This design comes from an exercise in tuning for small area on the open sky130 flow, not from production work.
In this exercise RTL edits were held to simulation tests only and were not proved equivalent to the original.
No activity file was given, so power comes from the tool's default toggle rates.

[flow/run.sh]
#!/bin/bash
set -euo pipefail
export BUFFER_PORTS_ARGS="-buffer_cell sky130_fd_sc_hd__buf_1"
export CTS_ARGS="-sink_clustering_enable -repair_clock_nets -dont_use_dummy_load -sink_clustering_size 8 -sink_clustering_max_diameter 40 -buf_list sky130_fd_sc_hd__clkbuf_4"
bash standard.sh > standard.log 2>&1
[standard.sh]
#!/bin/bash
# synth_recipe.tcl (not shown) runs the flow's synth.tcl, then flattens the netlist and writes it again
# the make line also repeats each setting of config.mk as NAME=value (left out here)
make -C /OpenROAD-flow-scripts/flow DESIGN_CONFIG=/design/flow/config.mk WORK_HOME=/design/flow/orfs CLKGATE_MAP_FILE= SYNTH_SCRIPT=/design/flow/synth_recipe.tcl "${@:-finish}"
[config.mk]
export PLATFORM = sky130hd
export DESIGN_NAME = ibis_texture_mapper
export DESIGN_NICKNAME = ibis_texture_mapper
export VERILOG_FILES = /design/flow/design.v
export SDC_FILE = /design/flow/constraint.sdc
export NUM_CORES = 4
export LEC_CHECK = 0
export CAP_MARGIN = 20
export CORE_MARGIN = 2
export CORE_UTILIZATION = 40
export SLEW_MARGIN = 20
[constraint.sdc]
create_clock -name core_clock -period 10.0 [get_ports {aclk}]
set_input_delay 2.0000 -clock core_clock [delete_from_list [all_inputs] [get_ports {aclk}]]
set_output_delay 2.0000 -clock core_clock [all_outputs]
set_load 0.01 [all_outputs]
[design.v]
`timescale 1ns / 1ps
`default_nettype none
module ibis_texture_mapper
#(parameter TILE_SIZE_POW2_MAX = 9,
  parameter WIDTH = 11)
 (input wire logic aclk,
  input wire logic aresetn,
  input wire logic enable,
  input wire logic unsigned [6:0] write_registers,
  input wire logic unsigned [WIDTH - 1:0] x,
  input wire logic unsigned [WIDTH - 1:0] y,
  input wire logic unsigned [2:0] texture_power2,
  input wire logic signed [17:0] texture_matrixA,
  input wire logic signed [17:0] texture_matrixB,
  input wire logic signed [17:0] texture_matrixC,
  input wire logic signed [17:0] texture_matrixD,
  input wire logic signed [17:0] texture_translateX,
  input wire logic signed [17:0] texture_translateY,
  output logic unsigned [(TILE_SIZE_POW2_MAX * 2) - 1:0] map_address,
  output logic stencil_test,
  output logic stencil_step,
  output logic ready);
  logic [4:0] r_js;
  always_ff @(posedge aclk) begin
    if(!aresetn) r_js <= 5'b00000;
    else if(enable) r_js <= {r_js[3:0], ~r_js[4]};
  end
  wire ph0 = ~r_js[4] & ~r_js[0];
  wire ph1 =  r_js[0] & ~r_js[1];
  wire ph2 =  r_js[1] & ~r_js[2];
  wire ph3 =  r_js[2] & ~r_js[3];
  wire ph4 =  r_js[3] & ~r_js[4];
  wire ph5 =  r_js[4] &  r_js[0];
  wire ph6 = ~r_js[0] &  r_js[1];
  wire ph7 = ~r_js[1] &  r_js[2];
  wire ph8 = ~r_js[2] &  r_js[3];
  wire ph9 = ~r_js[3] &  r_js[4];
  logic [2:0] r_tp;  
  logic signed [17:0] r_A, r_B, r_C, r_D, r_Tx, r_Ty;
  logic [5:0] r_w;
  wire wr = enable & ph0;
  always_ff @(posedge aclk) begin
    if(!aresetn) begin
      r_tp <= 3'd4;
      r_w <= 6'b0;
    end else begin
      if(wr & write_registers[6]) r_tp <= texture_power2;
      if(wr) r_w <= r_w | write_registers[5:0];
    end
  end
  always_ff @(posedge aclk) begin
    if(wr & write_registers[4]) r_Tx <= texture_translateX;
    if(wr & write_registers[5]) r_Ty <= texture_translateY;
    if(wr & write_registers[0]) r_A <= texture_matrixA;
    if(wr & write_registers[1]) r_B <= texture_matrixB;
    if(wr & write_registers[2]) r_C <= texture_matrixC;
    if(wr & write_registers[3]) r_D <= texture_matrixD;
  end
  logic [9:0] r_xh, r_yh;
  wire [9:0] xh_n, yh_n;
  wire [17:0] tx = r_Tx & {18{r_w[4]}};
  wire [17:0] ty = r_Ty & {18{r_w[5]}};
  ibis_tm_rca #(10) u_xh(.a({1'b0, x[8:0]}), .b(~tx[17:8]), .ci(~|tx[7:0]), .s(xh_n));
  ibis_tm_rca #(10) u_yh(.a({1'b0, y[8:0]}), .b(~ty[17:8]), .ci(~|ty[7:0]), .s(yh_n));
  always_ff @(posedge aclk) begin
    if(enable & ph1) r_xh <= xh_n;
    if(enable & ph3) r_yh <= yh_n;
  end
  wire useY = ph2 | ph4 | ph6 | ph8;
  wire hi   = ph3 | ph4 | ph7 | ph8;
  wire start = ph1 | ph5;
  wire [7:0] tlo = useY ? ty[7:0] : tx[7:0];
  wire [8:0] lo_c;
  wire [7:0] lo;  
  assign lo_c[0] = 1'b1;
  for(genvar i = 0; i < 8; i++) begin: g_neg
    assign lo[i] = ~tlo[i] ^ lo_c[i];
    assign lo_c[i + 1] = ~tlo[i] & lo_c[i];
  end
  wire [9:0] hv = useY ? r_yh : r_xh;
  wire [9:0] dig = hi ? hv : {2'b00, lo};
  wire selA = ph1 | ph3;
  wire selB = ph2 | ph4;
  wire selC = ph5 | ph7;
  wire selD = ph6 | ph8;
  wire [17:0] msel = ({18{selA & r_w[0]}} & r_A) | ({18{selB & r_w[1]}} & r_B)
                   | ({18{selC & r_w[2]}} & r_C) | ({18{selD & r_w[3]}} & r_D)
                   | {9'b0, (selA & ~r_w[0]) | (selD & ~r_w[3]), 8'b0};
  logic signed [27:0] r_S;
  logic signed [27:0] acc_in;
  always_comb begin
    if(start) acc_in = 28'sd1 << (17 + r_tp);
    else if(ph3 | ph7) acc_in = r_S >>> 8;
    else acc_in = r_S;
  end
  wire [27:0] sum;
  ibis_tm_mac u_mac(.m(msel), .d(dig), .acc(acc_in), .sum(sum));
  always_ff @(posedge aclk) begin
    if(enable & ~ph9 & ~ph0) r_S <= sum;
  end
  function automatic logic zero_hi(input logic [27:0] h, input logic [2:0] tp);
    logic [7:0] m;
    m = 8'hff << tp;  
    zero_hi = ~|h[27:18] & ~|(h[17:10] & m);
  endfunction
  logic [8:0] r_uk;  
  logic r_zu;        
  always_ff @(posedge aclk) begin
    if(enable & ph4) begin
      r_uk <= sum[16:8];
      r_zu <= zero_hi(sum, r_tp);
    end
  end
  logic r_sx, r_sy, r_tx, r_ty;
  always_ff @(posedge aclk) begin
    if(!aresetn) begin
      r_sx <= 1'b0;
      r_sy <= 1'b0;
    end else begin
      if(enable & ph6) r_sx <= r_zu;
      if(enable & ph8) r_sy <= zero_hi(sum, r_tp);
    end
  end
  always_ff @(posedge aclk) begin
    if(enable & ph8) begin
      r_tx <= ~r_uk[r_tp];
      r_ty <= ~sum[8 + r_tp];
    end
  end
  logic [17:0] r_addr;
  wire [17:0] addr_n;
  wire [8:0] amask = ~(9'h1fc << r_tp);
  wire [17:0] av = {9'b0, r_S[16:8] & amask} << 2;
  wire [17:0] av1 = r_tp[0] ? {av[16:0], 1'b0} : av;
  wire [17:0] av2 = r_tp[1] ? {av1[15:0], 2'b0} : av1;
  wire [17:0] av3 = r_tp[2] ? {av2[13:0], 4'b0} : av2;
  assign addr_n = av3 | {9'b0, r_uk & amask};
  always_ff @(posedge aclk) begin
    if(enable & ph9) r_addr <= addr_n;
  end
  assign map_address = r_addr;
  assign ready = ph9;
  assign stencil_test = r_sx & r_sy;
  assign stencil_step = r_tx & r_ty;
endmodule
module ibis_tm_mac(input wire [17:0] m, input wire [9:0] d, input wire [27:0] acc, output wire [27:0] sum);
  wire t1 = (m[0] & d[8]) ^ (m[1] & d[7]);
  wire t2 = (m[0] & d[8]) & (m[1] & d[7]);
  wire t3 = 1'b1 ^ ~(m[0] & d[9]) ^ (m[1] & d[8]);
  wire t4 = (1'b1 & ~(m[0] & d[9])) | (1'b1 & (m[1] & d[8])) | (~(m[0] & d[9]) & (m[1] & d[8]));
  wire t5 = (m[2] & d[7]) ^ (m[3] & d[6]) ^ (m[4] & d[5]);
  wire t6 = ((m[2] & d[7]) & (m[3] & d[6])) | ((m[2] & d[7]) & (m[4] & d[5])) | ((m[3] & d[6]) & (m[4] & d[5]));
  wire t7 = ~(m[1] & d[9]) ^ (m[2] & d[8]) ^ (m[3] & d[7]);
  wire t8 = (~(m[1] & d[9]) & (m[2] & d[8])) | (~(m[1] & d[9]) & (m[3] & d[7])) | ((m[2] & d[8]) & (m[3] & d[7]));
  wire t9 = (m[4] & d[6]) ^ (m[5] & d[5]) ^ (m[6] & d[4]);
  wire t10 = ((m[4] & d[6]) & (m[5] & d[5])) | ((m[4] & d[6]) & (m[6] & d[4])) | ((m[5] & d[5]) & (m[6] & d[4]));
  wire t11 = ~(m[2] & d[9]) ^ (m[3] & d[8]) ^ (m[4] & d[7]);
  wire t12 = (~(m[2] & d[9]) & (m[3] & d[8])) | (~(m[2] & d[9]) & (m[4] & d[7])) | ((m[3] & d[8]) & (m[4] & d[7]));
  wire t13 = (m[5] & d[6]) ^ (m[6] & d[5]) ^ (m[7] & d[4]);
  wire t14 = ((m[5] & d[6]) & (m[6] & d[5])) | ((m[5] & d[6]) & (m[7] & d[4])) | ((m[6] & d[5]) & (m[7] & d[4]));
  wire t15 = ~(m[3] & d[9]) ^ (m[4] & d[8]) ^ (m[5] & d[7]);
  wire t16 = (~(m[3] & d[9]) & (m[4] & d[8])) | (~(m[3] & d[9]) & (m[5] & d[7])) | ((m[4] & d[8]) & (m[5] & d[7]));
  wire t17 = (m[6] & d[6]) ^ (m[7] & d[5]) ^ (m[8] & d[4]);
  wire t18 = ((m[6] & d[6]) & (m[7] & d[5])) | ((m[6] & d[6]) & (m[8] & d[4])) | ((m[7] & d[5]) & (m[8] & d[4]));
  wire t19 = ~(m[4] & d[9]) ^ (m[5] & d[8]) ^ (m[6] & d[7]);
  wire t20 = (~(m[4] & d[9]) & (m[5] & d[8])) | (~(m[4] & d[9]) & (m[6] & d[7])) | ((m[5] & d[8]) & (m[6] & d[7]));
  wire t21 = (m[7] & d[6]) ^ (m[8] & d[5]) ^ (m[9] & d[4]);
  wire t22 = ((m[7] & d[6]) & (m[8] & d[5])) | ((m[7] & d[6]) & (m[9] & d[4])) | ((m[8] & d[5]) & (m[9] & d[4]));
  wire t23 = ~(m[5] & d[9]) ^ (m[6] & d[8]) ^ (m[7] & d[7]);
  wire t24 = (~(m[5] & d[9]) & (m[6] & d[8])) | (~(m[5] & d[9]) & (m[7] & d[7])) | ((m[6] & d[8]) & (m[7] & d[7]));
  wire t25 = (m[8] & d[6]) ^ (m[9] & d[5]) ^ (m[10] & d[4]);
  wire t26 = ((m[8] & d[6]) & (m[9] & d[5])) | ((m[8] & d[6]) & (m[10] & d[4])) | ((m[9] & d[5]) & (m[10] & d[4]));
  wire t27 = ~(m[6] & d[9]) ^ (m[7] & d[8]) ^ (m[8] & d[7]);
  wire t28 = (~(m[6] & d[9]) & (m[7] & d[8])) | (~(m[6] & d[9]) & (m[8] & d[7])) | ((m[7] & d[8]) & (m[8] & d[7]));
  wire t29 = (m[9] & d[6]) ^ (m[10] & d[5]) ^ (m[11] & d[4]);
  wire t30 = ((m[9] & d[6]) & (m[10] & d[5])) | ((m[9] & d[6]) & (m[11] & d[4])) | ((m[10] & d[5]) & (m[11] & d[4]));
  wire t31 = ~(m[7] & d[9]) ^ (m[8] & d[8]) ^ (m[9] & d[7]);
  wire t32 = (~(m[7] & d[9]) & (m[8] & d[8])) | (~(m[7] & d[9]) & (m[9] & d[7])) | ((m[8] & d[8]) & (m[9] & d[7]));
  wire t33 = (m[10] & d[6]) ^ (m[11] & d[5]) ^ (m[12] & d[4]);
  wire t34 = ((m[10] & d[6]) & (m[11] & d[5])) | ((m[10] & d[6]) & (m[12] & d[4])) | ((m[11] & d[5]) & (m[12] & d[4]));
  wire t35 = 1'b1 ^ ~(m[8] & d[9]) ^ (m[9] & d[8]);
  wire t36 = (1'b1 & ~(m[8] & d[9])) | (1'b1 & (m[9] & d[8])) | (~(m[8] & d[9]) & (m[9] & d[8]));
  wire t37 = (m[10] & d[7]) ^ (m[11] & d[6]) ^ (m[12] & d[5]);
  wire t38 = ((m[10] & d[7]) & (m[11] & d[6])) | ((m[10] & d[7]) & (m[12] & d[5])) | ((m[11] & d[6]) & (m[12] & d[5]));
  wire t39 = (m[13] & d[4]) ^ (m[14] & d[3]);
  wire t40 = (m[13] & d[4]) & (m[14] & d[3]);
  wire t41 = ~(m[9] & d[9]) ^ (m[10] & d[8]) ^ (m[11] & d[7]);
  wire t42 = (~(m[9] & d[9]) & (m[10] & d[8])) | (~(m[9] & d[9]) & (m[11] & d[7])) | ((m[10] & d[8]) & (m[11] & d[7]));
  wire t43 = (m[12] & d[6]) ^ (m[13] & d[5]) ^ (m[14] & d[4]);
  wire t44 = ((m[12] & d[6]) & (m[13] & d[5])) | ((m[12] & d[6]) & (m[14] & d[4])) | ((m[13] & d[5]) & (m[14] & d[4]));
  wire t45 = ~(m[10] & d[9]) ^ (m[11] & d[8]) ^ (m[12] & d[7]);
  wire t46 = (~(m[10] & d[9]) & (m[11] & d[8])) | (~(m[10] & d[9]) & (m[12] & d[7])) | ((m[11] & d[8]) & (m[12] & d[7]));
  wire t47 = (m[0] & d[5]) ^ (m[1] & d[4]);
  wire t48 = (m[0] & d[5]) & (m[1] & d[4]);
  wire t49 = (m[0] & d[6]) ^ (m[1] & d[5]) ^ (m[2] & d[4]);
  wire t50 = ((m[0] & d[6]) & (m[1] & d[5])) | ((m[0] & d[6]) & (m[2] & d[4])) | ((m[1] & d[5]) & (m[2] & d[4]));
  wire t51 = (m[3] & d[3]) ^ (m[4] & d[2]);
  wire t52 = (m[3] & d[3]) & (m[4] & d[2]);
  wire t53 = (m[0] & d[7]) ^ (m[1] & d[6]) ^ (m[2] & d[5]);
  wire t54 = ((m[0] & d[7]) & (m[1] & d[6])) | ((m[0] & d[7]) & (m[2] & d[5])) | ((m[1] & d[6]) & (m[2] & d[5]));
  wire t55 = (m[3] & d[4]) ^ (m[4] & d[3]) ^ (m[5] & d[2]);
  wire t56 = ((m[3] & d[4]) & (m[4] & d[3])) | ((m[3] & d[4]) & (m[5] & d[2])) | ((m[4] & d[3]) & (m[5] & d[2]));
  wire t57 = (m[6] & d[1]) ^ (m[7] & d[0]);
  wire t58 = (m[6] & d[1]) & (m[7] & d[0]);
  wire t59 = t1 ^ (m[2] & d[6]) ^ (m[3] & d[5]);
  wire t60 = (t1 & (m[2] & d[6])) | (t1 & (m[3] & d[5])) | ((m[2] & d[6]) & (m[3] & d[5]));
  wire t61 = (m[4] & d[4]) ^ (m[5] & d[3]) ^ (m[6] & d[2]);
  wire t62 = ((m[4] & d[4]) & (m[5] & d[3])) | ((m[4] & d[4]) & (m[6] & d[2])) | ((m[5] & d[3]) & (m[6] & d[2]));
  wire t63 = (m[7] & d[1]) ^ (m[8] & d[0]) ^ acc[8];
  wire t64 = ((m[7] & d[1]) & (m[8] & d[0])) | ((m[7] & d[1]) & acc[8]) | ((m[8] & d[0]) & acc[8]);
  wire t65 = t3 ^ t5 ^ (m[5] & d[4]);
  wire t66 = (t3 & t5) | (t3 & (m[5] & d[4])) | (t5 & (m[5] & d[4]));
  wire t67 = (m[6] & d[3]) ^ (m[7] & d[2]) ^ (m[8] & d[1]);
  wire t68 = ((m[6] & d[3]) & (m[7] & d[2])) | ((m[6] & d[3]) & (m[8] & d[1])) | ((m[7] & d[2]) & (m[8] & d[1]));
  wire t69 = (m[9] & d[0]) ^ acc[9] ^ t2;
  wire t70 = ((m[9] & d[0]) & acc[9]) | ((m[9] & d[0]) & t2) | (acc[9] & t2);
  wire t71 = t7 ^ t9 ^ (m[7] & d[3]);
  wire t72 = (t7 & t9) | (t7 & (m[7] & d[3])) | (t9 & (m[7] & d[3]));
  wire t73 = (m[8] & d[2]) ^ (m[9] & d[1]) ^ (m[10] & d[0]);
  wire t74 = ((m[8] & d[2]) & (m[9] & d[1])) | ((m[8] & d[2]) & (m[10] & d[0])) | ((m[9] & d[1]) & (m[10] & d[0]));
  wire t75 = acc[10] ^ t4 ^ t6;
  wire t76 = (acc[10] & t4) | (acc[10] & t6) | (t4 & t6);
  wire t77 = t11 ^ t13 ^ (m[8] & d[3]);
  wire t78 = (t11 & t13) | (t11 & (m[8] & d[3])) | (t13 & (m[8] & d[3]));
  wire t79 = (m[9] & d[2]) ^ (m[10] & d[1]) ^ (m[11] & d[0]);
  wire t80 = ((m[9] & d[2]) & (m[10] & d[1])) | ((m[9] & d[2]) & (m[11] & d[0])) | ((m[10] & d[1]) & (m[11] & d[0]));
  wire t81 = acc[11] ^ t8 ^ t10;
  wire t82 = (acc[11] & t8) | (acc[11] & t10) | (t8 & t10);
  wire t83 = t15 ^ t17 ^ (m[9] & d[3]);
  wire t84 = (t15 & t17) | (t15 & (m[9] & d[3])) | (t17 & (m[9] & d[3]));
  wire t85 = (m[10] & d[2]) ^ (m[11] & d[1]) ^ (m[12] & d[0]);
  wire t86 = ((m[10] & d[2]) & (m[11] & d[1])) | ((m[10] & d[2]) & (m[12] & d[0])) | ((m[11] & d[1]) & (m[12] & d[0]));
  wire t87 = acc[12] ^ t12 ^ t14;
  wire t88 = (acc[12] & t12) | (acc[12] & t14) | (t12 & t14);
  wire t89 = t19 ^ t21 ^ (m[10] & d[3]);
  wire t90 = (t19 & t21) | (t19 & (m[10] & d[3])) | (t21 & (m[10] & d[3]));
  wire t91 = (m[11] & d[2]) ^ (m[12] & d[1]) ^ (m[13] & d[0]);
  wire t92 = ((m[11] & d[2]) & (m[12] & d[1])) | ((m[11] & d[2]) & (m[13] & d[0])) | ((m[12] & d[1]) & (m[13] & d[0]));
  wire t93 = acc[13] ^ t16 ^ t18;
  wire t94 = (acc[13] & t16) | (acc[13] & t18) | (t16 & t18);
  wire t95 = t23 ^ t25 ^ (m[11] & d[3]);
  wire t96 = (t23 & t25) | (t23 & (m[11] & d[3])) | (t25 & (m[11] & d[3]));
  wire t97 = (m[12] & d[2]) ^ (m[13] & d[1]) ^ (m[14] & d[0]);
  wire t98 = ((m[12] & d[2]) & (m[13] & d[1])) | ((m[12] & d[2]) & (m[14] & d[0])) | ((m[13] & d[1]) & (m[14] & d[0]));
  wire t99 = acc[14] ^ t20 ^ t22;
  wire t100 = (acc[14] & t20) | (acc[14] & t22) | (t20 & t22);
  wire t101 = t27 ^ t29 ^ (m[12] & d[3]);
  wire t102 = (t27 & t29) | (t27 & (m[12] & d[3])) | (t29 & (m[12] & d[3]));
  wire t103 = (m[13] & d[2]) ^ (m[14] & d[1]) ^ (m[15] & d[0]);
  wire t104 = ((m[13] & d[2]) & (m[14] & d[1])) | ((m[13] & d[2]) & (m[15] & d[0])) | ((m[14] & d[1]) & (m[15] & d[0]));
  wire t105 = acc[15] ^ t24 ^ t26;
  wire t106 = (acc[15] & t24) | (acc[15] & t26) | (t24 & t26);
  wire t107 = t31 ^ t33 ^ (m[13] & d[3]);
  wire t108 = (t31 & t33) | (t31 & (m[13] & d[3])) | (t33 & (m[13] & d[3]));
  wire t109 = (m[14] & d[2]) ^ (m[15] & d[1]) ^ (m[16] & d[0]);
  wire t110 = ((m[14] & d[2]) & (m[15] & d[1])) | ((m[14] & d[2]) & (m[16] & d[0])) | ((m[15] & d[1]) & (m[16] & d[0]));
  wire t111 = acc[16] ^ t28 ^ t30;
  wire t112 = (acc[16] & t28) | (acc[16] & t30) | (t28 & t30);
  wire t113 = t35 ^ t37 ^ t39;
  wire t114 = (t35 & t37) | (t35 & t39) | (t37 & t39);
  wire t115 = (m[15] & d[2]) ^ (m[16] & d[1]) ^ ~(m[17] & d[0]);
  wire t116 = ((m[15] & d[2]) & (m[16] & d[1])) | ((m[15] & d[2]) & ~(m[17] & d[0])) | ((m[16] & d[1]) & ~(m[17] & d[0]));
  wire t117 = acc[17] ^ t32 ^ t34;
  wire t118 = (acc[17] & t32) | (acc[17] & t34) | (t32 & t34);
  wire t119 = t41 ^ t43 ^ (m[15] & d[3]);
  wire t120 = (t41 & t43) | (t41 & (m[15] & d[3])) | (t43 & (m[15] & d[3]));
  wire t121 = (m[16] & d[2]) ^ ~(m[17] & d[1]) ^ acc[18];
  wire t122 = ((m[16] & d[2]) & ~(m[17] & d[1])) | ((m[16] & d[2]) & acc[18]) | (~(m[17] & d[1]) & acc[18]);
  wire t123 = t36 ^ t38 ^ t40;
  wire t124 = (t36 & t38) | (t36 & t40) | (t38 & t40);
  wire t125 = t45 ^ (m[13] & d[6]) ^ (m[14] & d[5]);
  wire t126 = (t45 & (m[13] & d[6])) | (t45 & (m[14] & d[5])) | ((m[13] & d[6]) & (m[14] & d[5]));
  wire t127 = (m[15] & d[4]) ^ (m[16] & d[3]) ^ ~(m[17] & d[2]);
  wire t128 = ((m[15] & d[4]) & (m[16] & d[3])) | ((m[15] & d[4]) & ~(m[17] & d[2])) | ((m[16] & d[3]) & ~(m[17] & d[2]));
  wire t129 = acc[19] ^ t42 ^ t44;
  wire t130 = (acc[19] & t42) | (acc[19] & t44) | (t42 & t44);
  wire t131 = ~(m[11] & d[9]) ^ (m[12] & d[8]) ^ (m[13] & d[7]);
  wire t132 = (~(m[11] & d[9]) & (m[12] & d[8])) | (~(m[11] & d[9]) & (m[13] & d[7])) | ((m[12] & d[8]) & (m[13] & d[7]));
  wire t133 = (m[14] & d[6]) ^ (m[15] & d[5]) ^ (m[16] & d[4]);
  wire t134 = ((m[14] & d[6]) & (m[15] & d[5])) | ((m[14] & d[6]) & (m[16] & d[4])) | ((m[15] & d[5]) & (m[16] & d[4]));
  wire t135 = ~(m[17] & d[3]) ^ acc[20] ^ t46;
  wire t136 = (~(m[17] & d[3]) & acc[20]) | (~(m[17] & d[3]) & t46) | (acc[20] & t46);
  wire t137 = ~(m[12] & d[9]) ^ (m[13] & d[8]) ^ (m[14] & d[7]);
  wire t138 = (~(m[12] & d[9]) & (m[13] & d[8])) | (~(m[12] & d[9]) & (m[14] & d[7])) | ((m[13] & d[8]) & (m[14] & d[7]));
  wire t139 = (m[15] & d[6]) ^ (m[16] & d[5]) ^ ~(m[17] & d[4]);
  wire t140 = ((m[15] & d[6]) & (m[16] & d[5])) | ((m[15] & d[6]) & ~(m[17] & d[4])) | ((m[16] & d[5]) & ~(m[17] & d[4]));
  wire t141 = ~(m[13] & d[9]) ^ (m[14] & d[8]) ^ (m[15] & d[7]);
  wire t142 = (~(m[13] & d[9]) & (m[14] & d[8])) | (~(m[13] & d[9]) & (m[15] & d[7])) | ((m[14] & d[8]) & (m[15] & d[7]));
  wire t143 = (m[0] & d[3]) ^ (m[1] & d[2]);
  wire t144 = (m[0] & d[3]) & (m[1] & d[2]);
  wire t145 = (m[0] & d[4]) ^ (m[1] & d[3]) ^ (m[2] & d[2]);
  wire t146 = ((m[0] & d[4]) & (m[1] & d[3])) | ((m[0] & d[4]) & (m[2] & d[2])) | ((m[1] & d[3]) & (m[2] & d[2]));
  wire t147 = (m[3] & d[1]) ^ (m[4] & d[0]);
  wire t148 = (m[3] & d[1]) & (m[4] & d[0]);
  wire t149 = t47 ^ (m[2] & d[3]) ^ (m[3] & d[2]);
  wire t150 = (t47 & (m[2] & d[3])) | (t47 & (m[3] & d[2])) | ((m[2] & d[3]) & (m[3] & d[2]));
  wire t151 = (m[4] & d[1]) ^ (m[5] & d[0]) ^ acc[5];
  wire t152 = ((m[4] & d[1]) & (m[5] & d[0])) | ((m[4] & d[1]) & acc[5]) | ((m[5] & d[0]) & acc[5]);
  wire t153 = t49 ^ t51 ^ (m[5] & d[1]);
  wire t154 = (t49 & t51) | (t49 & (m[5] & d[1])) | (t51 & (m[5] & d[1]));
  wire t155 = (m[6] & d[0]) ^ acc[6] ^ t48;
  wire t156 = ((m[6] & d[0]) & acc[6]) | ((m[6] & d[0]) & t48) | (acc[6] & t48);
  wire t157 = t53 ^ t55 ^ t57;
  wire t158 = (t53 & t55) | (t53 & t57) | (t55 & t57);
  wire t159 = acc[7] ^ t50 ^ t52;
  wire t160 = (acc[7] & t50) | (acc[7] & t52) | (t50 & t52);
  wire t161 = t59 ^ t61 ^ t63;
  wire t162 = (t59 & t61) | (t59 & t63) | (t61 & t63);
  wire t163 = t54 ^ t56 ^ t58;
  wire t164 = (t54 & t56) | (t54 & t58) | (t56 & t58);
  wire t165 = t65 ^ t67 ^ t69;
  wire t166 = (t65 & t67) | (t65 & t69) | (t67 & t69);
  wire t167 = t60 ^ t62 ^ t64;
  wire t168 = (t60 & t62) | (t60 & t64) | (t62 & t64);
  wire t169 = t71 ^ t73 ^ t75;
  wire t170 = (t71 & t73) | (t71 & t75) | (t73 & t75);
  wire t171 = t66 ^ t68 ^ t70;
  wire t172 = (t66 & t68) | (t66 & t70) | (t68 & t70);
  wire t173 = t77 ^ t79 ^ t81;
  wire t174 = (t77 & t79) | (t77 & t81) | (t79 & t81);
  wire t175 = t72 ^ t74 ^ t76;
  wire t176 = (t72 & t74) | (t72 & t76) | (t74 & t76);
  wire t177 = t83 ^ t85 ^ t87;
  wire t178 = (t83 & t85) | (t83 & t87) | (t85 & t87);
  wire t179 = t78 ^ t80 ^ t82;
  wire t180 = (t78 & t80) | (t78 & t82) | (t80 & t82);
  wire t181 = t89 ^ t91 ^ t93;
  wire t182 = (t89 & t91) | (t89 & t93) | (t91 & t93);
  wire t183 = t84 ^ t86 ^ t88;
  wire t184 = (t84 & t86) | (t84 & t88) | (t86 & t88);
  wire t185 = t95 ^ t97 ^ t99;
  wire t186 = (t95 & t97) | (t95 & t99) | (t97 & t99);
  wire t187 = t90 ^ t92 ^ t94;
  wire t188 = (t90 & t92) | (t90 & t94) | (t92 & t94);
  wire t189 = t101 ^ t103 ^ t105;
  wire t190 = (t101 & t103) | (t101 & t105) | (t103 & t105);
  wire t191 = t96 ^ t98 ^ t100;
  wire t192 = (t96 & t98) | (t96 & t100) | (t98 & t100);
  wire t193 = t107 ^ t109 ^ t111;
  wire t194 = (t107 & t109) | (t107 & t111) | (t109 & t111);
  wire t195 = t102 ^ t104 ^ t106;
  wire t196 = (t102 & t104) | (t102 & t106) | (t104 & t106);
  wire t197 = t113 ^ t115 ^ t117;
  wire t198 = (t113 & t115) | (t113 & t117) | (t115 & t117);
  wire t199 = t108 ^ t110 ^ t112;
  wire t200 = (t108 & t110) | (t108 & t112) | (t110 & t112);
  wire t201 = t119 ^ t121 ^ t123;
  wire t202 = (t119 & t121) | (t119 & t123) | (t121 & t123);
  wire t203 = t114 ^ t116 ^ t118;
  wire t204 = (t114 & t116) | (t114 & t118) | (t116 & t118);
  wire t205 = t125 ^ t127 ^ t129;
  wire t206 = (t125 & t127) | (t125 & t129) | (t127 & t129);
  wire t207 = t120 ^ t122 ^ t124;
  wire t208 = (t120 & t122) | (t120 & t124) | (t122 & t124);
  wire t209 = t131 ^ t133 ^ t135;
  wire t210 = (t131 & t133) | (t131 & t135) | (t133 & t135);
  wire t211 = t126 ^ t128 ^ t130;
  wire t212 = (t126 & t128) | (t126 & t130) | (t128 & t130);
  wire t213 = t137 ^ t139 ^ acc[21];
  wire t214 = (t137 & t139) | (t137 & acc[21]) | (t139 & acc[21]);
  wire t215 = t132 ^ t134 ^ t136;
  wire t216 = (t132 & t134) | (t132 & t136) | (t134 & t136);
  wire t217 = t141 ^ (m[16] & d[6]) ^ ~(m[17] & d[5]);
  wire t218 = (t141 & (m[16] & d[6])) | (t141 & ~(m[17] & d[5])) | ((m[16] & d[6]) & ~(m[17] & d[5]));
  wire t219 = acc[22] ^ t138 ^ t140;
  wire t220 = (acc[22] & t138) | (acc[22] & t140) | (t138 & t140);
  wire t221 = ~(m[14] & d[9]) ^ (m[15] & d[8]) ^ (m[16] & d[7]);
  wire t222 = (~(m[14] & d[9]) & (m[15] & d[8])) | (~(m[14] & d[9]) & (m[16] & d[7])) | ((m[15] & d[8]) & (m[16] & d[7]));
  wire t223 = ~(m[17] & d[6]) ^ acc[23] ^ t142;
  wire t224 = (~(m[17] & d[6]) & acc[23]) | (~(m[17] & d[6]) & t142) | (acc[23] & t142);
  wire t225 = ~(m[15] & d[9]) ^ (m[16] & d[8]) ^ ~(m[17] & d[7]);
  wire t226 = (~(m[15] & d[9]) & (m[16] & d[8])) | (~(m[15] & d[9]) & ~(m[17] & d[7])) | ((m[16] & d[8]) & ~(m[17] & d[7]));
  wire t227 = (m[0] & d[2]) ^ (m[1] & d[1]);
  wire t228 = (m[0] & d[2]) & (m[1] & d[1]);
  wire t229 = t143 ^ (m[2] & d[1]) ^ (m[3] & d[0]);
  wire t230 = (t143 & (m[2] & d[1])) | (t143 & (m[3] & d[0])) | ((m[2] & d[1]) & (m[3] & d[0]));
  wire t231 = t145 ^ t147 ^ acc[4];
  wire t232 = (t145 & t147) | (t145 & acc[4]) | (t147 & acc[4]);
  wire t233 = t149 ^ t151 ^ t146;
  wire t234 = (t149 & t151) | (t149 & t146) | (t151 & t146);
  wire t235 = t153 ^ t155 ^ t150;
  wire t236 = (t153 & t155) | (t153 & t150) | (t155 & t150);
  wire t237 = t157 ^ t159 ^ t154;
  wire t238 = (t157 & t159) | (t157 & t154) | (t159 & t154);
  wire t239 = t161 ^ t163 ^ t158;
  wire t240 = (t161 & t163) | (t161 & t158) | (t163 & t158);
  wire t241 = t165 ^ t167 ^ t162;
  wire t242 = (t165 & t167) | (t165 & t162) | (t167 & t162);
  wire t243 = t169 ^ t171 ^ t166;
  wire t244 = (t169 & t171) | (t169 & t166) | (t171 & t166);
  wire t245 = t173 ^ t175 ^ t170;
  wire t246 = (t173 & t175) | (t173 & t170) | (t175 & t170);
  wire t247 = t177 ^ t179 ^ t174;
  wire t248 = (t177 & t179) | (t177 & t174) | (t179 & t174);
  wire t249 = t181 ^ t183 ^ t178;
  wire t250 = (t181 & t183) | (t181 & t178) | (t183 & t178);
  wire t251 = t185 ^ t187 ^ t182;
  wire t252 = (t185 & t187) | (t185 & t182) | (t187 & t182);
  wire t253 = t189 ^ t191 ^ t186;
  wire t254 = (t189 & t191) | (t189 & t186) | (t191 & t186);
  wire t255 = t193 ^ t195 ^ t190;
  wire t256 = (t193 & t195) | (t193 & t190) | (t195 & t190);
  wire t257 = t197 ^ t199 ^ t194;
  wire t258 = (t197 & t199) | (t197 & t194) | (t199 & t194);
  wire t259 = t201 ^ t203 ^ t198;
  wire t260 = (t201 & t203) | (t201 & t198) | (t203 & t198);
  wire t261 = t205 ^ t207 ^ t202;
  wire t262 = (t205 & t207) | (t205 & t202) | (t207 & t202);
  wire t263 = t209 ^ t211 ^ t206;
  wire t264 = (t209 & t211) | (t209 & t206) | (t211 & t206);
  wire t265 = t213 ^ t215 ^ t210;
  wire t266 = (t213 & t215) | (t213 & t210) | (t215 & t210);
  wire t267 = t217 ^ t219 ^ t214;
  wire t268 = (t217 & t219) | (t217 & t214) | (t219 & t214);
  wire t269 = t221 ^ t223 ^ t218;
  wire t270 = (t221 & t223) | (t221 & t218) | (t223 & t218);
  wire t271 = t225 ^ acc[24] ^ t222;
  wire t272 = (t225 & acc[24]) | (t225 & t222) | (acc[24] & t222);
  wire t273 = ~(m[16] & d[9]) ^ ~(m[17] & d[8]) ^ acc[25];
  wire t274 = (~(m[16] & d[9]) & ~(m[17] & d[8])) | (~(m[16] & d[9]) & acc[25]) | (~(m[17] & d[8]) & acc[25]);
  wire t275 = (m[0] & d[1]) ^ (m[1] & d[0]);
  wire t276 = (m[0] & d[1]) & (m[1] & d[0]);
  wire t277 = t227 ^ (m[2] & d[0]) ^ acc[2];
  wire t278 = (t227 & (m[2] & d[0])) | (t227 & acc[2]) | ((m[2] & d[0]) & acc[2]);
  wire t279 = t229 ^ acc[3] ^ t228;
  wire t280 = (t229 & acc[3]) | (t229 & t228) | (acc[3] & t228);
  wire t281 = t231 ^ t144 ^ t230;
  wire t282 = (t231 & t144) | (t231 & t230) | (t144 & t230);
  wire t283 = t233 ^ t148 ^ t232;
  wire t284 = (t233 & t148) | (t233 & t232) | (t148 & t232);
  wire t285 = t235 ^ t152 ^ t234;
  wire t286 = (t235 & t152) | (t235 & t234) | (t152 & t234);
  wire t287 = t237 ^ t156 ^ t236;
  wire t288 = (t237 & t156) | (t237 & t236) | (t156 & t236);
  wire t289 = t239 ^ t160 ^ t238;
  wire t290 = (t239 & t160) | (t239 & t238) | (t160 & t238);
  wire t291 = t241 ^ t164 ^ t240;
  wire t292 = (t241 & t164) | (t241 & t240) | (t164 & t240);
  wire t293 = t243 ^ t168 ^ t242;
  wire t294 = (t243 & t168) | (t243 & t242) | (t168 & t242);
  wire t295 = t245 ^ t172 ^ t244;
  wire t296 = (t245 & t172) | (t245 & t244) | (t172 & t244);
  wire t297 = t247 ^ t176 ^ t246;
  wire t298 = (t247 & t176) | (t247 & t246) | (t176 & t246);
  wire t299 = t249 ^ t180 ^ t248;
  wire t300 = (t249 & t180) | (t249 & t248) | (t180 & t248);
  wire t301 = t251 ^ t184 ^ t250;
  wire t302 = (t251 & t184) | (t251 & t250) | (t184 & t250);
  wire t303 = t253 ^ t188 ^ t252;
  wire t304 = (t253 & t188) | (t253 & t252) | (t188 & t252);
  wire t305 = t255 ^ t192 ^ t254;
  wire t306 = (t255 & t192) | (t255 & t254) | (t192 & t254);
  wire t307 = t257 ^ t196 ^ t256;
  wire t308 = (t257 & t196) | (t257 & t256) | (t196 & t256);
  wire t309 = t259 ^ t200 ^ t258;
  wire t310 = (t259 & t200) | (t259 & t258) | (t200 & t258);
  wire t311 = t261 ^ t204 ^ t260;
  wire t312 = (t261 & t204) | (t261 & t260) | (t204 & t260);
  wire t313 = t263 ^ t208 ^ t262;
  wire t314 = (t263 & t208) | (t263 & t262) | (t208 & t262);
  wire t315 = t265 ^ t212 ^ t264;
  wire t316 = (t265 & t212) | (t265 & t264) | (t212 & t264);
  wire t317 = t267 ^ t216 ^ t266;
  wire t318 = (t267 & t216) | (t267 & t266) | (t216 & t266);
  wire t319 = t269 ^ t220 ^ t268;
  wire t320 = (t269 & t220) | (t269 & t268) | (t220 & t268);
  wire t321 = t271 ^ t224 ^ t270;
  wire t322 = (t271 & t224) | (t271 & t270) | (t224 & t270);
  wire t323 = t273 ^ t226 ^ t272;
  wire t324 = (t273 & t226) | (t273 & t272) | (t226 & t272);
  wire t325 = (m[17] & d[9]) ^ acc[26] ^ t274;
  wire t326 = ((m[17] & d[9]) & acc[26]) | ((m[17] & d[9]) & t274) | (acc[26] & t274);
  wire t327 = 1'b1 ^ acc[27];
  wire t328 = 1'b1 & acc[27];
  wire [27:0] t329 = {t327, t325, t323, t321, t319, t317, t315, t313, t311, t309, t307, t305, t303, t301, t299, t297, t295, t293, t291, t289, t287, t285, t283, t281, t279, t277, t275, (m[0] & d[0])};
  wire [27:0] t330 = {t326, t324, t322, t320, t318, t316, t314, t312, t310, t308, t306, t304, t302, t300, t298, t296, t294, t292, t290, t288, t286, t284, t282, t280, t278, t276, acc[1], acc[0]};
  wire fp0_0 = t329[0] ^ t330[0];
  wire fg0_0 = t329[0] & t330[0];
  wire fp0_1 = t329[1] ^ t330[1];
  wire fg0_1 = t329[1] & t330[1];
  wire fp0_2 = t329[2] ^ t330[2];
  wire fg0_2 = t329[2] & t330[2];
  wire fp0_3 = t329[3] ^ t330[3];
  wire fg0_3 = t329[3] & t330[3];
  wire fp0_4 = t329[4] ^ t330[4];
  wire fg0_4 = t329[4] & t330[4];
  wire fp0_5 = t329[5] ^ t330[5];
  wire fg0_5 = t329[5] & t330[5];
  wire fp0_6 = t329[6] ^ t330[6];
  wire fg0_6 = t329[6] & t330[6];
  wire fp0_7 = t329[7] ^ t330[7];
  wire fg0_7 = t329[7] & t330[7];
  wire fp0_8 = t329[8] ^ t330[8];
  wire fg0_8 = t329[8] & t330[8];
  wire fp0_9 = t329[9] ^ t330[9];
  wire fg0_9 = t329[9] & t330[9];
  wire fp0_10 = t329[10] ^ t330[10];
  wire fg0_10 = t329[10] & t330[10];
  wire fp0_11 = t329[11] ^ t330[11];
  wire fg0_11 = t329[11] & t330[11];
  wire fp0_12 = t329[12] ^ t330[12];
  wire fg0_12 = t329[12] & t330[12];
  wire fp0_13 = t329[13] ^ t330[13];
  wire fg0_13 = t329[13] & t330[13];
  wire fp0_14 = t329[14] ^ t330[14];
  wire fg0_14 = t329[14] & t330[14];
  wire fp0_15 = t329[15] ^ t330[15];
  wire fg0_15 = t329[15] & t330[15];
  wire fp0_16 = t329[16] ^ t330[16];
  wire fg0_16 = t329[16] & t330[16];
  wire fp0_17 = t329[17] ^ t330[17];
  wire fg0_17 = t329[17] & t330[17];
  wire fp0_18 = t329[18] ^ t330[18];
  wire fg0_18 = t329[18] & t330[18];
  wire fp0_19 = t329[19] ^ t330[19];
  wire fg0_19 = t329[19] & t330[19];
  wire fp0_20 = t329[20] ^ t330[20];
  wire fg0_20 = t329[20] & t330[20];
  wire fp0_21 = t329[21] ^ t330[21];
  wire fg0_21 = t329[21] & t330[21];
  wire fp0_22 = t329[22] ^ t330[22];
  wire fg0_22 = t329[22] & t330[22];
  wire fp0_23 = t329[23] ^ t330[23];
  wire fg0_23 = t329[23] & t330[23];
  wire fp0_24 = t329[24] ^ t330[24];
  wire fg0_24 = t329[24] & t330[24];
  wire fp0_25 = t329[25] ^ t330[25];
  wire fg0_25 = t329[25] & t330[25];
  wire fp0_26 = t329[26] ^ t330[26];
  wire fg0_26 = t329[26] & t330[26];
  wire fp0_27 = t329[27] ^ t330[27];
  wire fg0_27 = t329[27] & t330[27];
  wire fg_1 = fg0_1 | (fp0_1 & fg0_0);
  wire fpp_1 = fp0_1 & fp0_0;
  wire fg_2 = fg0_3 | (fp0_3 & fg0_2);
  wire fpp_2 = fp0_3 & fp0_2;
  wire fg_3 = fg0_5 | (fp0_5 & fg0_4);
  wire fpp_3 = fp0_5 & fp0_4;
  wire fg_4 = fg0_7 | (fp0_7 & fg0_6);
  wire fpp_4 = fp0_7 & fp0_6;
  wire fg_5 = fg0_9 | (fp0_9 & fg0_8);
  wire fpp_5 = fp0_9 & fp0_8;
  wire fg_6 = fg0_11 | (fp0_11 & fg0_10);
  wire fpp_6 = fp0_11 & fp0_10;
  wire fg_7 = fg0_13 | (fp0_13 & fg0_12);
  wire fpp_7 = fp0_13 & fp0_12;
  wire fg_8 = fg0_15 | (fp0_15 & fg0_14);
  wire fpp_8 = fp0_15 & fp0_14;
  wire fg_9 = fg0_17 | (fp0_17 & fg0_16);
  wire fpp_9 = fp0_17 & fp0_16;
  wire fg_10 = fg0_19 | (fp0_19 & fg0_18);
  wire fpp_10 = fp0_19 & fp0_18;
  wire fg_11 = fg0_21 | (fp0_21 & fg0_20);
  wire fpp_11 = fp0_21 & fp0_20;
  wire fg_12 = fg0_23 | (fp0_23 & fg0_22);
  wire fpp_12 = fp0_23 & fp0_22;
  wire fg_13 = fg0_25 | (fp0_25 & fg0_24);
  wire fpp_13 = fp0_25 & fp0_24;
  wire fg_14 = fg0_27 | (fp0_27 & fg0_26);
  wire fpp_14 = fp0_27 & fp0_26;
  wire fg_15 = fg_2 | (fpp_2 & fg_1);
  wire fpp_15 = fpp_2 & fpp_1;
  wire fg_16 = fg_4 | (fpp_4 & fg_3);
  wire fpp_16 = fpp_4 & fpp_3;
  wire fg_17 = fg_6 | (fpp_6 & fg_5);
  wire fpp_17 = fpp_6 & fpp_5;
  wire fg_18 = fg_8 | (fpp_8 & fg_7);
  wire fpp_18 = fpp_8 & fpp_7;
  wire fg_19 = fg_10 | (fpp_10 & fg_9);
  wire fpp_19 = fpp_10 & fpp_9;
  wire fg_20 = fg_12 | (fpp_12 & fg_11);
  wire fpp_20 = fpp_12 & fpp_11;
  wire fg_21 = fg_14 | (fpp_14 & fg_13);
  wire fpp_21 = fpp_14 & fpp_13;
  wire fg_22 = fg_16 | (fpp_16 & fg_15);
  wire fpp_22 = fpp_16 & fpp_15;
  wire fg_23 = fg_18 | (fpp_18 & fg_17);
  wire fpp_23 = fpp_18 & fpp_17;
  wire fg_24 = fg_20 | (fpp_20 & fg_19);
  wire fpp_24 = fpp_20 & fpp_19;
  wire fg_25 = fg_23 | (fpp_23 & fg_22);
  wire fpp_25 = fpp_23 & fpp_22;
  wire fg_26 = fg_24 | (fpp_24 & fg_25);
  wire fpp_26 = fpp_24 & fpp_25;
  wire fg_27 = fg_17 | (fpp_17 & fg_22);
  wire fpp_27 = fpp_17 & fpp_22;
  wire fg_28 = fg_19 | (fpp_19 & fg_25);
  wire fpp_28 = fpp_19 & fpp_25;
  wire fg_29 = fg_21 | (fpp_21 & fg_26);
  wire fpp_29 = fpp_21 & fpp_26;
  wire fg_30 = fg_3 | (fpp_3 & fg_15);
  wire fpp_30 = fpp_3 & fpp_15;
  wire fg_31 = fg_5 | (fpp_5 & fg_22);
  wire fpp_31 = fpp_5 & fpp_22;
  wire fg_32 = fg_7 | (fpp_7 & fg_27);
  wire fpp_32 = fpp_7 & fpp_27;
  wire fg_33 = fg_9 | (fpp_9 & fg_25);
  wire fpp_33 = fpp_9 & fpp_25;
  wire fg_34 = fg_11 | (fpp_11 & fg_28);
  wire fpp_34 = fpp_11 & fpp_28;
  wire fg_35 = fg_13 | (fpp_13 & fg_26);
  wire fpp_35 = fpp_13 & fpp_26;
  wire fg_36 = fg0_2 | (fp0_2 & fg_1);
  wire fpp_36 = fp0_2 & fpp_1;
  wire fg_37 = fg0_4 | (fp0_4 & fg_15);
  wire fpp_37 = fp0_4 & fpp_15;
  wire fg_38 = fg0_6 | (fp0_6 & fg_30);
  wire fpp_38 = fp0_6 & fpp_30;
  wire fg_39 = fg0_8 | (fp0_8 & fg_22);
  wire fpp_39 = fp0_8 & fpp_22;
  wire fg_40 = fg0_10 | (fp0_10 & fg_31);
  wire fpp_40 = fp0_10 & fpp_31;
  wire fg_41 = fg0_12 | (fp0_12 & fg_27);
  wire fpp_41 = fp0_12 & fpp_27;
  wire fg_42 = fg0_14 | (fp0_14 & fg_32);
  wire fpp_42 = fp0_14 & fpp_32;
  wire fg_43 = fg0_16 | (fp0_16 & fg_25);
  wire fpp_43 = fp0_16 & fpp_25;
  wire fg_44 = fg0_18 | (fp0_18 & fg_33);
  wire fpp_44 = fp0_18 & fpp_33;
  wire fg_45 = fg0_20 | (fp0_20 & fg_28);
  wire fpp_45 = fp0_20 & fpp_28;
  wire fg_46 = fg0_22 | (fp0_22 & fg_34);
  wire fpp_46 = fp0_22 & fpp_34;
  wire fg_47 = fg0_24 | (fp0_24 & fg_26);
  wire fpp_47 = fp0_24 & fpp_26;
  wire fg_48 = fg0_26 | (fp0_26 & fg_35);
  wire fpp_48 = fp0_26 & fpp_35;
  assign sum[0] = fp0_0 ^ 1'b0;
  assign sum[1] = fp0_1 ^ fg0_0;
  assign sum[2] = fp0_2 ^ fg_1;
  assign sum[3] = fp0_3 ^ fg_36;
  assign sum[4] = fp0_4 ^ fg_15;
  assign sum[5] = fp0_5 ^ fg_37;
  assign sum[6] = fp0_6 ^ fg_30;
  assign sum[7] = fp0_7 ^ fg_38;
  assign sum[8] = fp0_8 ^ fg_22;
  assign sum[9] = fp0_9 ^ fg_39;
  assign sum[10] = fp0_10 ^ fg_31;
  assign sum[11] = fp0_11 ^ fg_40;
  assign sum[12] = fp0_12 ^ fg_27;
  assign sum[13] = fp0_13 ^ fg_41;
  assign sum[14] = fp0_14 ^ fg_32;
  assign sum[15] = fp0_15 ^ fg_42;
  assign sum[16] = fp0_16 ^ fg_25;
  assign sum[17] = fp0_17 ^ fg_43;
  assign sum[18] = fp0_18 ^ fg_33;
  assign sum[19] = fp0_19 ^ fg_44;
  assign sum[20] = fp0_20 ^ fg_28;
  assign sum[21] = fp0_21 ^ fg_45;
  assign sum[22] = fp0_22 ^ fg_34;
  assign sum[23] = fp0_23 ^ fg_46;
  assign sum[24] = fp0_24 ^ fg_26;
  assign sum[25] = fp0_25 ^ fg_47;
  assign sum[26] = fp0_26 ^ fg_35;
  assign sum[27] = fp0_27 ^ fg_48;
endmodule
module ibis_tm_rca #(parameter N = 10)
 (input wire logic [N - 1:0] a,
  input wire logic [N - 1:0] b,
  input wire logic ci,
  output logic [N - 1:0] s);
  wire [N:0] c;
  assign c[0] = ci;
  for(genvar i = 0; i < N; i++) begin: g_bit
    assign s[i] = a[i] ^ b[i] ^ c[i];
    assign c[i + 1] = (a[i] & b[i]) | (a[i] & c[i]) | (b[i] & c[i]);
  end
endmodule
==> reports/results.ini, run 1 <==
[power_and_ir_drop]
vdd_drop_max_mv=0.1444
seqPwrFrac_pct=37.3
power.share.clock_pct=14.6
power_density_nw_per_um2=186.4
p_int_mw=1.809
p_comb_share_pct=48.0
switching_share_pct=39.79
switchingPower_mw=1.195
leakagePower_nw=6.615
finalPower_mw=3.004

[timing]
relSlewSlack_pct=30.75
fmax_mhz=106.3
fin_crit_sh_pct=94.10
tightest_slew_ps=1039
hold_violations=0
finalClockSkew_ps=110.9
fin_crit_ps=9410
tns_ps=0
fin_ws_ps=590.1
grt_setup_unrepaired=false
maxSlewViolCount=0
setup_viol=0

[worst_setup_path]
endpoint_kind=register
crit_type=reg2reg
cp_data_arrival_time_ps=9870
cpPeakStageDelay_ps=560
cp_common_cell=ha_1
path_max_fanout=12
crit_required_ps=10460
startpoint_type=register
slowest_stage=fa_1

[cts]
cts_buffers=35
path_clk_slew_ps=80
cts_resized=0
insertion_delay_ps=720
cts_tree=built
htreeDepth=2
clock-root-buffer=clkbuf_4
clock_sinks=202
clk_path_buf_depth=3

[place]
dp.cells=1917
place_hpwl_mm=27.13
pre_cts_slack_ps=461.1
routabilityCongestion=0.8165
port_buffers=159

[floorplanning]
die_y_um=196.0
rows=70
start_util_pct=40.47
design.core.area_um2=36430
die_area_um2=38410
die_x_um=196.0
io_pins=164

[route]
first_pass_iters=5
vias_per_cell=5.076
routedWlPerCell_um=17.89
remaining_drc_errors=0
final_antenna_net_count=0
vias=9919
drtIter0Drc=535
wl_mm=34.96

[layout]
syn2layout_area_growth_pct=9.326
nets=1857
final_cells=1954
final_util_pct=44.24
drive_above_1_share_pct=5.593

[global_routing]
grt_pass1_wl_mm=56.00
grt_pass1_vias=10370
grt_overflow=0
grt_usage_pct=18.91
grt_max_degree=29
antenna_found_initial=2

[logic_synthesis]
syn_area_um2=14740
syn_inst=1318
ys_seq_area_share_pct=40.05
ys.flop_type=edfxtp_1
yosysUniqueCellTypes=58
syn_area_per_cell_um2=11.19
yosys_warnings=1
synth_nets=1689
synthArstFlopShare_pct=0
synth_edf_count=186
ys_ff_latch=202

[worst_hold_path]
hold_class=reg2reg

[status]
run_status=no timing/DRC/antenna violations

[job]
max_cap_violations=0

## logic make-up (layout without fill, tap and decap cells)
kind of cell / after synthesis / count (layout) / share of synthesized area, %
other: 0 / 2 / 0
AO/OA/AOI/OAI: 171 / 171 / 7.951
AND/OR/NAND/NOR: 417 / 417 / 13.36
buffers and inverters: 262 / 428 / 7.086
XOR/XNOR: 17 / 17 / 1.010
flip-flops: 202 / 202 / 40.05
adder cells (fa/ha/maj): 228 / 228 / 28.72
multiplexers: 21 / 21 / 1.825
## state kept, by name, summed over array words and instances (netlist names), 18 cells and up
register	flops
r_C	18
r_A	18
r_Tx	18
r_D	18
r_Ty	18
r_addr	18
r_S	28
r_B	18
## synthesized netlist by cell type, types with 14 or more instances
library cell  instances  area [µm²]
nand2_1             222       833.3
inv_1               210       788.3
edfxtp_1            186        5585
fa_1                184        3684
and2_1              110       688.2
ha_1                 44       550.5
a21oi_1              43       215.2
a22oi_1              37       277.8
nor2_1               31       116.4
o21ai_0              28       140.1
buf_2                22       110.1
clkbuf_1             21       78.83
dfxtp_1              16       320.3
mux2i_1              14       140.1
## repair_timing
action / 4_1_cts / 5_1_grt
setup buffers: 0 / 0
hold buffers: 0 / 0
endpoints found under the setup margin: 0 / 1
## cell usage in the layout (no fill, tap or decap), drive strengths merged, types with 12 or more instances in the layout
master / count
buf: 181
ha: 44
nor2: 31
nand2: 225
o21ai: 29
fa: 184
nand3: 12
inv: 212
a21oi: 44
and2: 110
a22oi: 38
a31oi: 19
dfxtp: 16
clkbuf: 35
and3: 13
mux2i: 16
edfxtp: 186
## final cells by class
class / count / area (µm²)
antenna: 2 / 5.005
clock buffer: 35 / 262.8
fill: 3541 / 20320
inverter: 212 / 795.8
multi-input combinational: 854 / 7802
sequential: 202 / 5906
tap: 468 / 585.6
timing repair buffer: 181 / 762.0
## critical path, delay by kind of cell, from the launching register on
kind | cells | cell delay [ps]
fa+ha+maj | 13 | 4690
compound gates | 9 | 2480
simple gates | 7 | 1110
flops | 1 | 470
buf+inv | 4 | 460
## path summary, 6_finish.rpt
path | start | end | slack, ps | cells after the start
worst min register to register | r_w[2] | r_w[2] | 460 | 1
worst min-delay path | r_w[2] | r_w[2] | 460 | 1
worst max register to register | r_js[2] | r_zu | 590 | 33
worst max-delay path | r_js[2] | r_zu | 590 | 33
## power groups by stage
| stage | clock (mW) | sequential [mW] | combinational (mW) |
|---|---|---|---|
| floorplan | 0 | 1.12 | 1.04 |
| global placement | 0 | 1.14 | 1.42 |
| detailed placement | 0 | 1.14 | 1.46 |
| CTS | 0.458 | 1.12 | 1.46 |
| global route | 0.494 | 1.13 | 1.66 |
| finish | 0.440 | 1.12 | 1.44 |
## metrics by stage
| stage | area, µm² | hold slack, ps |
|---|---|---|
| floorplan | 14740 | 421.3 |
| global placement | 15850 | 439.3 |
| detailed placement | 15850 | 445.0 |
| CTS | 16110 | 465.0 |
| global route | 16120 | 481.5 |
| finish | 16120 | 462.6 |
## routing by layer
layer / vias to the layer above / wire [µm] / GRT usage (%)
li1: 4630 / - / -
met1: 4916 / 15920 / 26.15
met2: 312 / 15890 / 29.60
met3: 61 / 2051 / 3.851
met4: 0 / 1097 / 7.099
met5: - / 0 / 0
==> run 2, diff against run 1 <==
--- a/design.v
+++ b/design.v
@@ -81,6 +81,6 @@
   wire [9:0] dig = hi ? hv : {2'b00, lo};
-  wire selA = ph1 | ph3;
-  wire selB = ph2 | ph4;
-  wire selC = ph5 | ph7;
-  wire selD = ph6 | ph8;
+  wire selA = enable & (ph1 | ph3);
+  wire selB = enable & (ph2 | ph4);
+  wire selC = enable & (ph5 | ph7);
+  wire selD = enable & (ph6 | ph8);
   wire [17:0] msel = ({18{selA & r_w[0]}} & r_A) | ({18{selB & r_w[1]}} & r_B)
@@ -91,4 +91,4 @@
   always_comb begin
-    if(start) acc_in = 28'sd1 << (17 + r_tp);
-    else if(ph3 | ph7) acc_in = r_S >>> 8;
+    if(enable & start) acc_in = 28'sd1 << (17 + r_tp);
+    else if(enable & (ph3 | ph7)) acc_in = r_S >>> 8;
     else acc_in = r_S;
@@ -98,3 +98,3 @@
   always_ff @(posedge aclk) begin
-    if(enable & ~ph9 & ~ph0) r_S <= sum;
+    r_S <= sum;
   end
==> flow/run.sh (replaced) <==
#!/bin/bash
set -euo pipefail
export SYNTH_ARGS="-noabc"
export BUFFER_PORTS_ARGS="-buffer_cell sky130_fd_sc_hd__buf_1"
export CTS_ARGS="-sink_clustering_enable -repair_clock_nets -dont_use_dummy_load -sink_clustering_size 16 -sink_clustering_max_diameter 60 -buf_list sky130_fd_sc_hd__clkbuf_8"
bash standard.sh > standard.log 2>&1
--- a/config.mk
+++ b/config.mk
@@ -7,2 +7,3 @@
 export LEC_CHECK = 0
+export ABC_AREA = 1
 export CAP_MARGIN = 20
==> run 2 against run 1 <==
Still clean. Sequential share of layout area down 0.52 points. Core utilization decreased by 0.13 points. Combinational power is 19% higher. First-iteration DRC count increased by 24%. Synthesized area fell by 3.6%. Global-route usage up 0.89 points. Non-clock buffer count shrank 8. Critical path depth rose by 4. Die area down 3.5%. Clock power rose by 8.4%. Synthesized cell count rose by 6.4%. Largest cell class unchanged.
==> reports/results.ini, run 2 <==
[floorplanning]
start_util_pct=40.25
io_pins=164
die_x_um=192.5
design.core.area_um2=35310
rows=69
die_y_um=192.5
die_area_um2=37050

[worst_hold_path]
hold_class=reg2reg

[route]
vias_per_cell=4.944
routedWlPerCell_um=17.63
final_antenna_net_count=0
vias=9972
drtIter0Drc=661
remaining_drc_errors=0
first_pass_iters=5
wl_mm=35.57

[logic_synthesis]
syn_inst=1402
yosys_warnings=1
syn_area_per_cell_um2=10.14
ys_ff_latch=202
yosysMostFrequentCell=nand2_1
synth_nets=1772
ys_seq_area_share_pct=39.58
synthArstFlopShare_pct=0
yosysUniqueCellTypes=48
synthTopCellsByArea=edfxtp_1 33%, fa_1 26%, nand2_1 7.7%
ys.flop_type=edfxtp_1
syn_area_um2=14210
synth_common_cells=291 x nand2_1, 190 x inv_1, 184 x fa_1
synth_edf_count=158
synth_top_cell_area_share_pct=33.39
synth_top_cell_by_area=edfxtp_1

[layout]
drive_above_1_share_pct=6.427
antenna_cells=0
mostFrequentLayoutCells=291 x nand2_1, 190 x inv_1, 184 x fa_1, 175 x nor2_1, 159 x buf_1
largest_reg_flops=28
top_register=r_S
syn2layout_area_growth_pct=9.606
fill_cells=3394
final_util_pct=44.11
layout_commonest_cell=nand2_1
regArea_um2=5625
nets=1928
multi_input_area_um2=7571

[timing]
relSlewSlack_pct=30.35
fmax_mhz=115.6
maxSlewViolCount=0
hold_ws_ps=460.9
tns_ps=0
fin_crit_sh_pct=86.50
setup_viol=0
grt_setup_unrepaired=false
finalClockSkew_ps=51.82
fin_crit_ps=8650
fin_ws_ps=1350
tightest_slew_ps=1045
hold_violations=0

[worst_setup_path]
endpoint_kind=register
path_buf_inv=0
crit_required_ps=10470
cpPeakStageDelay_ps=700
startpoint_type=register
cp_data_arrival_time_ps=9120
critPathTopFamily=adder cells
crit_type=reg2reg
path_max_fanout=31
cp_common_cell=nand2_1
slowest_stage=o21ai_2
r2r_setup_slack_ps=1350

[global_routing]
grt_overflow=0
antenna_found_initial=0
grt_pass1_wl_mm=55.31
grt_usage_pct=19.81
grt_pass1_vias=10230
grt_max_degree=32

[power_and_ir_drop]
power_density_nw_per_um2=210.0
vdd_drop_max_mv=0.1173
leakagePower_nw=6.898

[cts]
cts_tree=built
clock-root-buffer=clkbuf_8
insertion_delay_ps=570
hold_buffers=0
htreeDepth=1
cts_setup_buffers=0
clock_sinks=202
cts_resized=0
path_clk_slew_ps=80
clk_path_buf_depth=3
cts_buffers=23

[status]
run_status=no timing/DRC/antenna violations

[place]
port_buffers=159
pre_cts_slack_ps=863.1
place_hpwl_mm=28.15
routabilityCongestion=0.9332

[job]
max_cap_violations=0

[run 2: logic make-up (layout without fill, tap and decap cells)]
logic type               Yosys count  after routing  synth area share, %
buffers and inverters            251            405                7.193
multiplexers                       1              1              0.07044
XOR/XNOR                          14             14               0.8628
flip-flops                       202            202                39.58
AO/OA/AOI/OAI                    146            146                6.022
AND/OR/NAND/NOR                  561            561                16.56
adder cells (fa/ha/maj)          227            227                29.71
[run 2: report_power, final]
group,leakage (nW),internal [mW],total [mW],switching (mW)
combinational,4.91,0.672,1.71,1.04
sequential,1.82,1.04,1.08,0.0397
clock,0.165,0.203,0.477,0.274
total,6.90,1.92,3.27,1.35
[run 2: layer usage]
layer | track usage [%] | up-vias | wire (µm)
li1 | - | 4758 | -
met1 | 25.10 | 4836 | 14530
met2 | 34.32 | 318 | 17870
met3 | 3.873 | 60 | 2077
met4 | 5.901 | 0 | 1088
met5 | 0 | - | 0
[run 2: worst paths after layout]
check / from / to / depth (start not counted)
hold / removal: r_uk[0] / r_addr[0] / 0
hold reg to reg: r_uk[0] / r_addr[0] / 0
setup reg to reg: r_js[2] / r_sy / 37
setup / recovery: r_js[2] / r_sy / 37
[run 2: area by class of cell]
cell class                      instances  share of cell area, %
Multi-Input combinational cell        949                  48.61
Sequential cell                       202                  36.12
Inverter                              209                  5.037
Timing Repair Buffer                  173                  4.506
Tap cell                              461                  3.703
Clock buffer                           23                  2.032
[run 2: metrics by stage]
stage | power [mW] | instances | instance area (µm²)
2_1_floorplan | 2.356 | 1402 | 14210
3_3_place_gp | 2.799 | 1994 | 15260
3_5_place_dp | 2.838 | 1994 | 15260
4_1_cts | 3.324 | 2017 | 15570
5_1_grt | 3.576 | 2017 | 15580
6_report | 3.271 | 2017 | 15580
==> run 3, diff against run 2 <==
==> flow/run.sh (replaced) <==
#!/bin/bash
set -euo pipefail
export SYNTH_ARGS="-noabc"
export BUFFER_PORTS_ARGS="-buffer_cell sky130_fd_sc_hd__buf_1"
export CTS_ARGS="-sink_clustering_enable -repair_clock_nets -dont_use_dummy_load -sink_clustering_size 5 -sink_clustering_max_diameter 30 -buf_list sky130_fd_sc_hd__clkbuf_2"
bash standard.sh > standard.log 2>&1
==> run 3 against run 2 <==
Synthesized area stayed put. Fmax is 0.69% higher. Design area is 0.14% lower. Combinational power hardly changed. Sequential share of layout area hardly changed. Hold slack worse by 51 ps.
==> reports/results.ini, run 3 <==
[worst_setup_path]
reg2regPathDepth=37
cpPeakStageDelay_ps=690
path_max_fanout=31
cp_common_cell=nand2_1
crit_type=reg2reg
crit_required_ps=10930
cp_data_arrival_time_ps=9520
r2r_end=r_sy
slowest_stage=o21ai_2
startpoint_type=register
endpoint_kind=register
r2r_setup_slack_ps=1410
regToRegStartpoint=r_js[4]

[power_and_ir_drop]
seqPwrFrac_pct=33.3
power.share.clock_pct=13.9
power_density_nw_per_um2=209.1
switching_share_pct=42.66
finalPower_mw=3.252
vdd_drop_max_mv=0.1181
switchingPower_mw=1.387
leakagePower_nw=6.973
p_int_mw=1.865
p_comb_share_pct=52.8

[place]
place_hpwl_mm=28.15
dpl_cell_area_um2=15260
port_buffers=159
routabilityCongestion=0.9332

[cts]
path_clk_slew_ps=90
clock-root-buffer=clkbuf_2
cts_resized=0
cts_tree=built
clock_sinks=202
hold_buffers=0
cts_buffers=58
htreeDepth=2
clk_path_buf_depth=3
cts_setup_buffers=0
insertion_delay_ps=990

[status]
run_status=no timing/DRC/antenna violations

[floorplanning]
io_pins=164
die_y_um=192.5
rows=69
design.core.area_um2=35310
die_x_um=192.5
start_util_pct=40.25
die_area_um2=37050

[timing]
finalClockSkew_ps=135.7
fin_crit_sh_pct=85.91
tns_ps=0
setup_viol=0
hold_violations=0
tightest_slew_ps=1061
maxSlewViolCount=0
fin_crit_ps=8591
hold_ws_ps=409.8
grt_setup_unrepaired=false
relSlewSlack_pct=29.24
fmax_mhz=116.4

[logic_synthesis]
syn_area_per_cell_um2=10.14
syn_inst=1402
synth_edf_count=158
synthTopCellsByArea=edfxtp_1 33%, fa_1 26%, nand2_1 7.7%
ys.flop_type=edfxtp_1
synth_common_cells=291 x nand2_1, 190 x inv_1, 184 x fa_1
synth_top_cell_area_share_pct=33.39
yosysUniqueCellTypes=48
yosys_warnings=1
synthArstFlopShare_pct=0
yosysMostFrequentCell=nand2_1
syn_area_um2=14210
synth_top_cell_by_area=edfxtp_1
ys_ff_latch=202
ys_seq_area_share_pct=39.58
synth_nets=1772

[global_routing]
grt_usage_pct=20.13
grt_pass1_wl_mm=55.70
antenna_found_initial=2
grt_overflow=0
grt_pass1_vias=10510
grt_max_degree=32

[route]
wl_mm=35.94
first_pass_iters=6
vias_per_cell=4.944
routedWlPerCell_um=17.50
drtIter0Drc=585
remaining_drc_errors=0
vias=10150
final_antenna_net_count=0

[layout]
top_register=r_S
stdcell_area_um2=15550
layout_commonest_cell=nand2_1
drive_above_1_share_pct=8.485
syn2layout_area_growth_pct=9.456
mostFrequentLayoutCells=291 x nand2_1, 190 x inv_1, 184 x fa_1, 175 x nor2_1, 159 x buf_1
largest_reg_flops=28
nets=1963

[worst_hold_path]
hold_class=reg2reg
hold_end=r_addr[1]
hold_start=r_uk[1]
holdPathStages=0

[job]
max_cap_violations=0

run 3: cell types whose count changed in the layout (fill, tap and decap cells not counted):
cell and change:
diode_2 +2, clkbuf_2 +58, clkbuf_8 -23
run 3: worst max-delay path by stage:
stage	startpoint	endpoint	slack, ps	cells after the start
floorplan	enable	r_zu	2040	32
global placement	enable	r_sy	870	37
detailed placement	enable	r_sy	860	34
CTS	r_js[4]	r_sy	1410	37
global route	r_js[4]	r_sy	740	37
finish	r_js[4]	r_sy	1410	37
run 3: cell families (layout without fill, tap and decap cells):
kind of cell,count (synthesis),in the layout,share of synthesized area (%)
and+or+nand+nor,561,561,16.56
buffers and inverters,251,440,7.193
adders and majority gates,227,227,29.71
DFF,202,202,39.58
AOI/OAI and AO/OA,146,146,6.022
xor gates and xnor gates,14,14,0.8628
muxes,1,1,0.07044
other,0,2,0
run 3: critical path, delay by kind of cell, from the launching register on:
kind,cells,cell delay (ps)
AO/OA/AOI/OAI,4,1010
AND/OR/NAND/NOR,20,2410
flip-flops,1,400
adder cells (fa/ha/maj),13,4670
run 3: layer usage:
layer  track usage (%)  vias up  wire [µm]
met5                 0        -          0
met1             24.71     4936      14660
met2             34.32      321      18100
met4             7.340        0        948
met3             5.074       54       2228
li1                  -     4843          -
run 3: stage by stage:
stage / utilization, % / setup slack [ps] / cells
finish: 44.05 / 1409 / 2054
global route: 44.05 / 736.2 / 2054
floorplan: - / 2037 / 1402
global placement: 43.21 / 869.6 / 1994
detailed placement: 43.21 / 863.1 / 1994
CTS: 44.03 / 1408 / 2052
run 3: cell type report:
type / instances / area, µm²
tap: 461 / 576.8
inverter: 209 / 784.5
timing repair buffer: 173 / 701.9
sequential: 202 / 5625
antenna: 2 / 5.005
multi-input combinational: 949 / 7571
fill: 3425 / 19760
clock buffer: 58 / 290.3
run 3: power groups by stage:
stage	sequential [mW]	combinational (mW)	clock, mW
3_5_place_dp	1.10	1.74	0
4_1_cts	1.08	1.75	0.479
2_1_floorplan	1.08	1.27	0
6_report	1.08	1.72	0.452
3_3_place_gp	1.10	1.70	0
5_1_grt	1.09	1.96	0.512

==> static timing again, ports no longer ideal <==
How much do the figures lean on ideal ports? The routed layouts below were timed once more, with nothing changed but the port constraints.
Step 1, drivers: a clkbuf_16 drives aclk and a buf_2 each remaining input, both assumed.
Step 2 adds t to the input delays and takes it off the output delays; t is the mean of the earliest and latest rising clock arrival at the registers after step 1. Input paths then give back, and output paths get back, about the clock's delay inside the block.
Three values: ideal ports, drivers, drivers and shift; two values: the first two.
run	t, ns	setup WS [ns]	hold slack, ns	clock arrival spread, ns
run 1	0.709	0.590 / 0.590 / 0.590	0.463 / 0.463 / 0.463	0.111 / 0.111
run 2	0.593	1.350 / 1.350 / 0.878	0.461 / 0.461 / 0.461	0.063 / 0.063
run 3	0.974	1.409 / 1.409 / 0.880	0.410 / 0.410 / 0.410	0.138 / 0.138
After both steps every run listed still meets setup and hold. For run 3, which loses most, drivers alone change the setup slack by 0.000 ns; drivers and shift together by -0.529 ns.
